This is an optimization exercise on Yosys and OpenROAD, whose aim is small area, not a production implementation. In this exercise RTL edits were held to simulation tests only and were not proved equivalent to the original. No activity file was given, so power comes from the tool's default toggle rates.

==> trial 81: inputs <==
==> flow/design.v <==
module issue (
    input   wire            clk,
    input   wire            resetn,
    input   wire            snoop_hit,
    output  wire            readyn,
    input   wire            bco_valid,
    input   wire [1:0]      bp_pattern,
    input   wire            bp_taken,
    input   wire            bp_hit,
    input   wire [31:0]     bp_target,
    input   wire            wb_en,
    input   wire [3:0]      wb_dst_rob,
    input   wire [31:0]     wb_value,
    input   wire            wb_lsmiss,
    input   wire            nowb_en,
    input   wire [3:0]      nowb_dst_rob,
    input   wire [31:0]     nowb_value,
    input   wire            i_valid,
    input   wire [31:0]     i_pc,
    input   wire [3:0]      i_src0_rob,
    input   wire            i_src0_ready,
    input   wire [31:0]     i_src0_value,
    input   wire [3:0]      i_src1_rob,
    input   wire            i_src1_ready,
    input   wire [31:0]     i_src1_value,
    input   wire [3:0]      i_dst_rob,
    input   wire [25:0]     i_imm,
    input   wire [7:0]      i_fid,
    input   wire            i_branch,
    input   wire            i_load,
    input   wire            i_store,
    input   wire            i_pipe_alu,
    input   wire            i_pipe_mul,
    input   wire            i_pipe_mem,
    input   wire            i_pipe_bru,
    input   wire [4:0]      i_alu_cmd,
    input   wire [0:0]      i_mul_cmd,
    input   wire [4:0]      i_mem_cmd,
    input   wire [6:0]      i_bru_cmd,
    input   wire [1:0]      i_bagu_cmd,
    output  wire            o_valid,
    output  wire [31:0]     o_pc,
    output  wire [31:0]     o_src0_value,
    output  wire            o_src0_forward_alu,
    output  wire [31:0]     o_src1_value,
    output  wire            o_src1_forward_alu,
    output  wire [3:0]      o_dst_rob,
    output  wire [25:0]     o_imm,
    output  wire [7:0]      o_fid,
    output  wire            o_pipe_alu,
    output  wire            o_pipe_mul,
    output  wire            o_pipe_mem,
    output  wire            o_pipe_bru,
    output  wire [4:0]      o_alu_cmd,
    output  wire [0:0]      o_mul_cmd,
    output  wire [4:0]      o_mem_cmd,
    output  wire [6:0]      o_bru_cmd,
    output  wire [1:0]      o_bagu_cmd,
    output  wire [1:0]      o_bp_pattern,
    output  wire            o_bp_taken,
    output  wire            o_bp_hit,
    output  wire [31:0]     o_bp_target
);
    localparam NS = 7;           
    localparam DW = 133;         
    integer i;
    genvar  s, p;
    reg         wbr_v;
    reg  [3:0]  wbr_rob;
    reg  [31:0] wbr_val;
    always @(posedge clk) begin
        if (~resetn)
            wbr_v <= 1'b0;
        else
            wbr_v <= wb_en & ~wb_lsmiss;
        wbr_rob <= wb_dst_rob;
        wbr_val <= wb_value;
    end
    reg  [2:0]  cnt;             
    reg         pend;            
    reg         dly1, dly2, dly3;
    wire        s_readyn = cnt[2] | (cnt[1] & cnt[0]);
    assign readyn = s_readyn;
    always @(posedge clk) begin
        if (~resetn) begin
            dly1 <= 1'b0;
            dly2 <= 1'b0;
            dly3 <= 1'b0;
        end
        else if (snoop_hit) begin
            dly1 <= 1'b1;
            dly2 <= 1'b1;
            dly3 <= 1'b1;
        end
        else begin
            dly1 <= s_readyn;
            dly2 <= dly1;
            dly3 <= dly2;
        end
    end
    reg  [DW-1:0] sd      [0:NS-1];
    reg  [3:0]    s0_rob  [0:NS-1];
    reg           s0_rdy  [0:NS-1];
    reg  [31:0]   s0_val  [0:NS-1];
    reg  [3:0]    s1_rob  [0:NS-1];
    reg           s1_rdy  [0:NS-1];
    reg  [31:0]   s1_val  [0:NS-1];
    reg  [2:0]  ord [0:NS-1];
    reg         afv;
    reg  [3:0]  afrob;
    reg         ah1, ah0;
    wire [DW-1:0] din = { i_pc, i_imm, i_fid, i_dst_rob,
                          bp_pattern, bp_taken, bp_hit, bp_target,
                          i_alu_cmd, i_mul_cmd, i_mem_cmd, i_bru_cmd, i_bagu_cmd,
                          i_branch, i_load, i_store,
                          i_pipe_alu, i_pipe_mul, i_pipe_mem, i_pipe_bru };
    wire [NS-1:0] fwd0, fwd1, srdy, sbr, sst, sls;
    generate
        for (s = 0; s < NS; s = s + 1) begin : g_slot
            wire alu = sd[s][3];
            wire mul = sd[s][2];
            wire mem = sd[s][1];
            wire bru = sd[s][0];
            assign fwd0[s] = ~s0_rdy[s] & afv & (s0_rob[s] == afrob);
            assign fwd1[s] = ~s1_rdy[s] & afv & (s1_rob[s] == afrob);
            assign srdy[s] = (s0_rdy[s] | fwd0[s]) & (s1_rdy[s] | fwd1[s])
                           & ~(ah0 & (alu | (~mul & ~mem & bru)));
            assign sbr[s]  = sd[s][6];
            assign sst[s]  = sd[s][4];
            assign sls[s]  = sd[s][5] | sd[s][4];
        end
    endgenerate
    wire [3:0] pv, prdy, pbr, pst, pls;
    generate
        for (p = 0; p < 4; p = p + 1) begin : g_pos
            assign pv[p]   = (cnt > p);
            assign prdy[p] = pv[p] & srdy[ord[p]];
            assign pbr[p]  = sbr[ord[p]];
            assign pst[p]  = sst[ord[p]];
            assign pls[p]  = sls[ord[p]];
        end
    endgenerate
    wire [3:0] pick_rdy;
    assign pick_rdy[0] = prdy[0];
    assign pick_rdy[1] = prdy[1] & ~(pbr[1] & pbr[0])
                                 & ~(pls[1] & pst[0]);
    assign pick_rdy[2] = prdy[2] & ~(pbr[2] & (pbr[0] | pbr[1]))
                                 & ~(pls[2] & (pst[0] | pst[1]));
    assign pick_rdy[3] = prdy[3] & ~(pbr[3] & (pbr[0] | pbr[1] | pbr[2]))
                                 & ~(pls[3] & (pst[0] | pst[1] | pst[2]));
    wire [3:0] pick1h;
    assign pick1h[0] = pick_rdy[0];
    assign pick1h[1] = pick_rdy[1] & ~pick_rdy[0];
    assign pick1h[2] = pick_rdy[2] & ~|pick_rdy[1:0];
    assign pick1h[3] = pick_rdy[3] & ~|pick_rdy[2:0];
    assign o_valid = |pick_rdy & ~bco_valid;
    wire [NS-1:0] psel;
    generate
        for (s = 0; s < NS; s = s + 1) begin : g_psel
            assign psel[s] = (pick1h[0] & (ord[0] == s))
                           | (pick1h[1] & (ord[1] == s))
                           | (pick1h[2] & (ord[2] == s))
                           | (pick1h[3] & (ord[3] == s));
        end
    endgenerate
    reg  [DW-1:0] o_d;
    reg  [31:0]   o_v0, o_v1;
    reg           o_f0, o_f1;
    always @(*) begin
        o_d  = {DW{1'b0}};
        o_v0 = 32'b0;
        o_v1 = 32'b0;
        o_f0 = 1'b0;
        o_f1 = 1'b0;
        for (i = 0; i < NS; i = i + 1) begin
            o_d  = o_d  | ({DW{psel[i]}} & sd[i]);
            o_v0 = o_v0 | ({32{psel[i]}} & ~s0_val[i]);
            o_v1 = o_v1 | ({32{psel[i]}} & ~s1_val[i]);
            o_f0 = o_f0 | (psel[i] & fwd0[i]);
            o_f1 = o_f1 | (psel[i] & fwd1[i]);
        end
    end
    assign { o_pc, o_imm, o_fid, o_dst_rob,
             o_bp_pattern, o_bp_taken, o_bp_hit, o_bp_target,
             o_alu_cmd, o_mul_cmd, o_mem_cmd, o_bru_cmd, o_bagu_cmd } = o_d[DW-1:7];
    assign { o_pipe_alu, o_pipe_mul, o_pipe_mem, o_pipe_bru } = o_d[3:0];
    assign o_src0_value       = o_v0;
    assign o_src0_forward_alu = o_f0;
    assign o_src1_value       = o_v1;
    assign o_src1_forward_alu = o_f1;
    always @(posedge clk) begin
        if (~resetn | snoop_hit | bco_valid)
            afv <= 1'b0;
        else
            afv <= o_valid & o_pipe_alu;
        afrob <= o_dst_rob;
        if (~resetn) begin
            ah1 <= 1'b0;
            ah0 <= 1'b0;
        end
        else begin
            ah1 <= o_valid & ~o_pipe_alu & (o_pipe_mul | o_pipe_mem);
            ah0 <= ah1;
        end
    end
    wire        acc  = pend & ~bco_valid;
    wire        wr   = resetn & i_valid & ~snoop_hit & ~bco_valid & ~dly3;
    wire [3:0]  occ  = cnt + pend;
    wire [2:0]  pick_sid = ({3{pick1h[0]}} & ord[0])
                         | ({3{pick1h[1]}} & ord[1])
                         | ({3{pick1h[2]}} & ord[2])
                         | ({3{pick1h[3]}} & ord[3]);
    reg  [2:0]  wslot;
    always @(*) begin
        wslot = pick_sid;
        for (i = 0; i < NS; i = i + 1)
            if (occ == i)
                wslot = ord[i];
    end
    wire [NS-1:0] shl;           
    generate
        for (p = 0; p < NS; p = p + 1) begin : g_shl
            if (p == 0) begin : g0
                assign shl[p] = pick1h[0];
            end
            else if (p < 4) begin : g1
                assign shl[p] = shl[p-1] | pick1h[p];
            end
            else begin : g2
                assign shl[p] = shl[3];
            end
        end
    endgenerate
    always @(posedge clk) begin
        if (~resetn) begin
            cnt  <= 3'd0;
            pend <= 1'b0;
            for (i = 0; i < NS; i = i + 1)
                ord[i] <= i;
        end
        else begin
            if (bco_valid)
                cnt <= 3'd0;
            else
                cnt <= cnt - o_valid + acc;
            pend <= wr;
            for (i = 0; i < NS; i = i + 1)
                if (shl[i])
                    ord[i] <= (i == NS - 1) ? pick_sid : ord[(i + 1) % NS];
        end
    end
    wire n0_b = wbr_v   & (wbr_rob      == i_src0_rob);
    wire n0_c = nowb_en & (nowb_dst_rob == i_src0_rob);
    wire n1_b = wbr_v   & (wbr_rob      == i_src1_rob);
    wire n1_c = nowb_en & (nowb_dst_rob == i_src1_rob);
    wire n0_rdy = i_src0_ready | n0_b | n0_c;
    wire n1_rdy = i_src1_ready | n1_b | n1_c;
    generate
        for (s = 0; s < NS; s = s + 1) begin : g_wr
            wire we   = wr & (wslot == s);
            wire w0_b = wbr_v   & (wbr_rob      == s0_rob[s]);
            wire w0_c = nowb_en & (nowb_dst_rob == s0_rob[s]);
            wire w1_b = wbr_v   & (wbr_rob      == s1_rob[s]);
            wire w1_c = nowb_en & (nowb_dst_rob == s1_rob[s]);
            wire v0_i = we & i_src0_ready;
            wire v0_b = we ? (~i_src0_ready & n0_b) : (~s0_rdy[s] & w0_b);
            wire v0_c = we ? (~i_src0_ready & ~n0_b) : (~s0_rdy[s] & ~w0_b & w0_c);
            wire v1_i = we & i_src1_ready;
            wire v1_b = we ? (~i_src1_ready & n1_b) : (~s1_rdy[s] & w1_b);
            wire v1_c = we ? (~i_src1_ready & ~n1_b) : (~s1_rdy[s] & ~w1_b & w1_c);
            always @(posedge clk) begin
                if (we) begin
                    sd[s]     <= din;
                    s0_rob[s] <= i_src0_rob;
                    s1_rob[s] <= i_src1_rob;
                end
                if (we)
                    s0_rdy[s] <= n0_rdy;
                else if (w0_b | w0_c)
                    s0_rdy[s] <= 1'b1;
                if (we)
                    s1_rdy[s] <= n1_rdy;
                else if (w1_b | w1_c)
                    s1_rdy[s] <= 1'b1;
                if (v0_i | v0_b | v0_c)
                    s0_val[s] <= ~(({32{v0_i}} & i_src0_value)
                                 | ({32{v0_b}} & wbr_val)
                                 | ({32{v0_c}} & nowb_value));
                if (v1_i | v1_b | v1_c)
                    s1_val[s] <= ~(({32{v1_i}} & i_src1_value)
                                 | ({32{v1_b}} & wbr_val)
                                 | ({32{v1_c}} & nowb_value));
            end
        end
    endgenerate
endmodule
==> flow/run.sh <==
#!/bin/bash
# synth_recipe.tcl (not shown) runs the flow's synth.tcl, then flattens the netlist and writes it again
# the make line also repeats each setting of config.mk as NAME=value (left out here)
make -C /OpenROAD-flow-scripts/flow DESIGN_CONFIG=/design/flow/config.mk WORK_HOME=/design/flow/orfs CLKGATE_MAP_FILE= SYNTH_SCRIPT=/design/flow/synth_recipe.tcl finish
==> flow/config.mk <==
export PLATFORM = sky130hd
export DESIGN_NAME = issue
export DESIGN_NICKNAME = issue
export VERILOG_FILES = /design/flow/design.v
export SDC_FILE = /design/flow/constraint.sdc
export NUM_CORES = 4
export LEC_CHECK = 0
export CAP_MARGIN = 20
export CORE_MARGIN = 2
export CORE_UTILIZATION = 40
export SLEW_MARGIN = 20
==> flow/constraint.sdc <==
create_clock -name core_clock -period 7.0 [get_ports {clk}]
set_input_delay 1.4000 -clock core_clock [delete_from_list [all_inputs] [get_ports {clk}]]
set_output_delay 1.4000 -clock core_clock [all_outputs]
set_load 0.01 [all_outputs]
==> trial 90: changes against trial 81 <==
--- a/flow/design.v
+++ b/flow/design.v
@@ -109,3 +109,3 @@
     reg         afv;
-    reg  [3:0]  afrob;
+    reg  [NS-1:0] fm0, fm1;      
     reg         ah1, ah0;
@@ -123,4 +123,4 @@
             wire bru = sd[s][0];
-            assign fwd0[s] = ~s0_rdy[s] & afv & (s0_rob[s] == afrob);
-            assign fwd1[s] = ~s1_rdy[s] & afv & (s1_rob[s] == afrob);
+            assign fwd0[s] = ~s0_rdy[s] & afv & fm0[s];
+            assign fwd1[s] = ~s1_rdy[s] & afv & fm1[s];
             assign srdy[s] = (s0_rdy[s] | fwd0[s]) & (s1_rdy[s] | fwd1[s])
@@ -165,19 +165,28 @@
     endgenerate
-    reg  [DW-1:0] o_d;
-    reg  [31:0]   o_v0, o_v1;
-    reg           o_f0, o_f1;
-    always @(*) begin
-        o_d  = {DW{1'b0}};
-        o_v0 = 32'b0;
-        o_v1 = 32'b0;
-        o_f0 = 1'b0;
-        o_f1 = 1'b0;
-        for (i = 0; i < NS; i = i + 1) begin
-            o_d  = o_d  | ({DW{psel[i]}} & sd[i]);
-            o_v0 = o_v0 | ({32{psel[i]}} & ~s0_val[i]);
-            o_v1 = o_v1 | ({32{psel[i]}} & ~s1_val[i]);
-            o_f0 = o_f0 | (psel[i] & fwd0[i]);
-            o_f1 = o_f1 | (psel[i] & fwd1[i]);
+    wire [DW-1:0] o_d;
+    wire [31:0]   o_v0, o_v1;
+    wire          o_f0, o_f1;
+    generate
+        for (p = 0; p < DW; p = p + 1) begin : g_od
+            issue_omux7 u (
+                .sel (psel),
+                .d   ({sd[6][p], sd[5][p], sd[4][p], sd[3][p], sd[2][p], sd[1][p], sd[0][p]}),
+                .y   (o_d[p])
+            );
+        end
+        for (p = 0; p < 32; p = p + 1) begin : g_ov
+            issue_omux7 u0 (
+                .sel  (psel),
+                .d    ({s0_val[6][p], s0_val[5][p], s0_val[4][p], s0_val[3][p], s0_val[2][p], s0_val[1][p], s0_val[0][p]}),
+                .y   (o_v0[p])
+            );
+            issue_omux7 u1 (
+                .sel  (psel),
+                .d    ({s1_val[6][p], s1_val[5][p], s1_val[4][p], s1_val[3][p], s1_val[2][p], s1_val[1][p], s1_val[0][p]}),
+                .y   (o_v1[p])
+            );
         end
-    end
+    endgenerate
+    assign o_f0 = |(psel & fwd0);
+    assign o_f1 = |(psel & fwd1);
     assign { o_pc, o_imm, o_fid, o_dst_rob,
@@ -195,3 +204,2 @@
             afv <= o_valid & o_pipe_alu;
-        afrob <= o_dst_rob;
         if (~resetn) begin
@@ -270,3 +278,10 @@
             wire v1_c = we ? (~i_src1_ready & ~n1_b) : (~s1_rdy[s] & ~w1_b & w1_c);
+            wire [31:0] d0, d1;
+            issue_vsel u_d0 (.si(v0_i), .sb(v0_b), .sc(v0_c), .sh(~(v0_i | v0_b | v0_c)),
+                             .di(i_src0_value), .db(wbr_val), .dc(nowb_value), .dh(s0_val[s]), .y(d0));
+            issue_vsel u_d1 (.si(v1_i), .sb(v1_b), .sc(v1_c), .sh(~(v1_i | v1_b | v1_c)),
+                             .di(i_src1_value), .db(wbr_val), .dc(nowb_value), .dh(s1_val[s]), .y(d1));
             always @(posedge clk) begin
+                fm0[s] <= we ? (i_src0_rob == o_dst_rob) : (s0_rob[s] == o_dst_rob);
+                fm1[s] <= we ? (i_src1_rob == o_dst_rob) : (s1_rob[s] == o_dst_rob);
                 if (we) begin
@@ -284,10 +299,4 @@
                     s1_rdy[s] <= 1'b1;
-                if (v0_i | v0_b | v0_c)
-                    s0_val[s] <= ~(({32{v0_i}} & i_src0_value)
-                                 | ({32{v0_b}} & wbr_val)
-                                 | ({32{v0_c}} & nowb_value));
-                if (v1_i | v1_b | v1_c)
-                    s1_val[s] <= ~(({32{v1_i}} & i_src1_value)
-                                 | ({32{v1_b}} & wbr_val)
-                                 | ({32{v1_c}} & nowb_value));
+                s0_val[s] <= d0;
+                s1_val[s] <= d1;
             end
@@ -296 +305,36 @@
 endmodule
+module issue_omux7 (
+    input  wire [6:0] sel,
+    input  wire [6:0] d,
+    output wire       y
+);
+    wire [2:0] g;
+    issue_aoi222 u0 (.a1(sel[0]), .a2(d[0]), .b1(sel[1]), .b2(d[1]), .c1(sel[2]), .c2(d[2]), .y(g[0]));
+    issue_aoi222 u1 (.a1(sel[3]), .a2(d[3]), .b1(sel[4]), .b2(d[4]), .c1(sel[5]), .c2(d[5]), .y(g[1]));
+    assign g[2] = ~(sel[6] & d[6]);
+    assign y    = ~&g;
+endmodule
+module issue_aoi222 (
+    input  wire a1,
+    input  wire a2,
+    input  wire b1,
+    input  wire b2,
+    input  wire c1,
+    input  wire c2,
+    output wire y
+);
+    assign y = ~((a1 & a2) | (b1 & b2) | (c1 & c2));
+endmodule
+module issue_vsel (
+    input  wire        si,
+    input  wire        sb,
+    input  wire        sc,
+    input  wire        sh,
+    input  wire [31:0] di,
+    input  wire [31:0] db,
+    input  wire [31:0] dc,
+    input  wire [31:0] dh,
+    output wire [31:0] y
+);
+    assign y = ({32{si}} & di) | ({32{sb}} & db) | ({32{sc}} & dc) | ({32{sh}} & dh);
+endmodule
==> flow/flow/run.sh (new file) <==
#!/bin/bash
# Standard layout flow (standard.sh: ORFS synthesis through finish), with two changes:
#  - ports are buffered with the smallest buffer cell instead of the default pick;
#  - clock tree synthesis drives sink clusters of up to 8 with clkbuf_4 and adds no dummy loads.
# ORFS writes each tool's log under orfs/logs; the driver's own output goes to flow_run.log.
cp standard.sh standard_sh_copy.log 2>/dev/null
export BUFFER_PORTS_ARGS="-buffer_cell sky130_fd_sc_hd__buf_1"
export CTS_ARGS="-sink_clustering_enable -repair_clock_nets -dont_use_dummy_load -buf_list {sky130_fd_sc_hd__clkbuf_4 sky130_fd_sc_hd__clkbuf_8} -sink_clustering_buffer sky130_fd_sc_hd__clkbuf_4 -sink_clustering_size 8 -sink_clustering_max_diameter 40"
bash standard.sh > flow_run.log 2>&1
==> flow/standard.sh (new file) <==
#!/bin/bash
# synth_recipe.tcl (not shown) runs the flow's synth.tcl, then flattens the netlist and writes it again
# the make line also repeats each setting of config.mk as NAME=value (left out here)
make -C /OpenROAD-flow-scripts/flow DESIGN_CONFIG=/design/flow/config.mk WORK_HOME=/design/flow/orfs CLKGATE_MAP_FILE= SYNTH_SCRIPT=/design/flow/synth_recipe.tcl "${@:-finish}"
--- a/flow/config.mk
+++ b/flow/config.mk
@@ -9,3 +9,4 @@
 export CORE_MARGIN = 2
-export CORE_UTILIZATION = 40
+export CORE_UTILIZATION = 55
 export SLEW_MARGIN = 20
+export SYNTH_HIERARCHICAL = 1
removed: flow/run.sh
==> notes <==
Of trial 90 and trial 81, trial 90 has the higher sequential cell count (gap 10). Sequential power: trial 90 is higher than trial 81 (about 5%). Between trial 81 and trial 90, the lower synthesized cell count is in trial 81 (gap 4.7%, measured against trial 90). Die area: trial 81 is higher than trial 90 (43%). In trial 90 the hold slack is higher than in trial 81, by 5.8 ps.

[static timing again, ports no longer ideal]
How much do the figures lean on ideal ports? The routed layouts below were timed once more, with nothing changed but the port constraints. Step 1 sets driving cells, clkbuf_16 on the clock port and buf_2 on the other inputs (assumed; they add their load-dependent delay and slew). Step 2 also shifts input and output timing later by t, the mid clock arrival at the registers, as if the neighbouring blocks saw the same clock. Slacks: no drivers / after step 1 / after step 2; pairs: no drivers / after step 1.
| run | t (ns) | setup WS [ns] | latest minus earliest clock arrival (ns) |
|---|---|---|---|
| trial 81 | 0.875 | 0.121 / 0.041 / 0.915 | 0.077 / 0.077 |
| trial 90 | 0.935 | 0.205 / 0.130 / 1.066 | 0.100 / 0.099 |
After both steps every run listed still meets setup and hold.
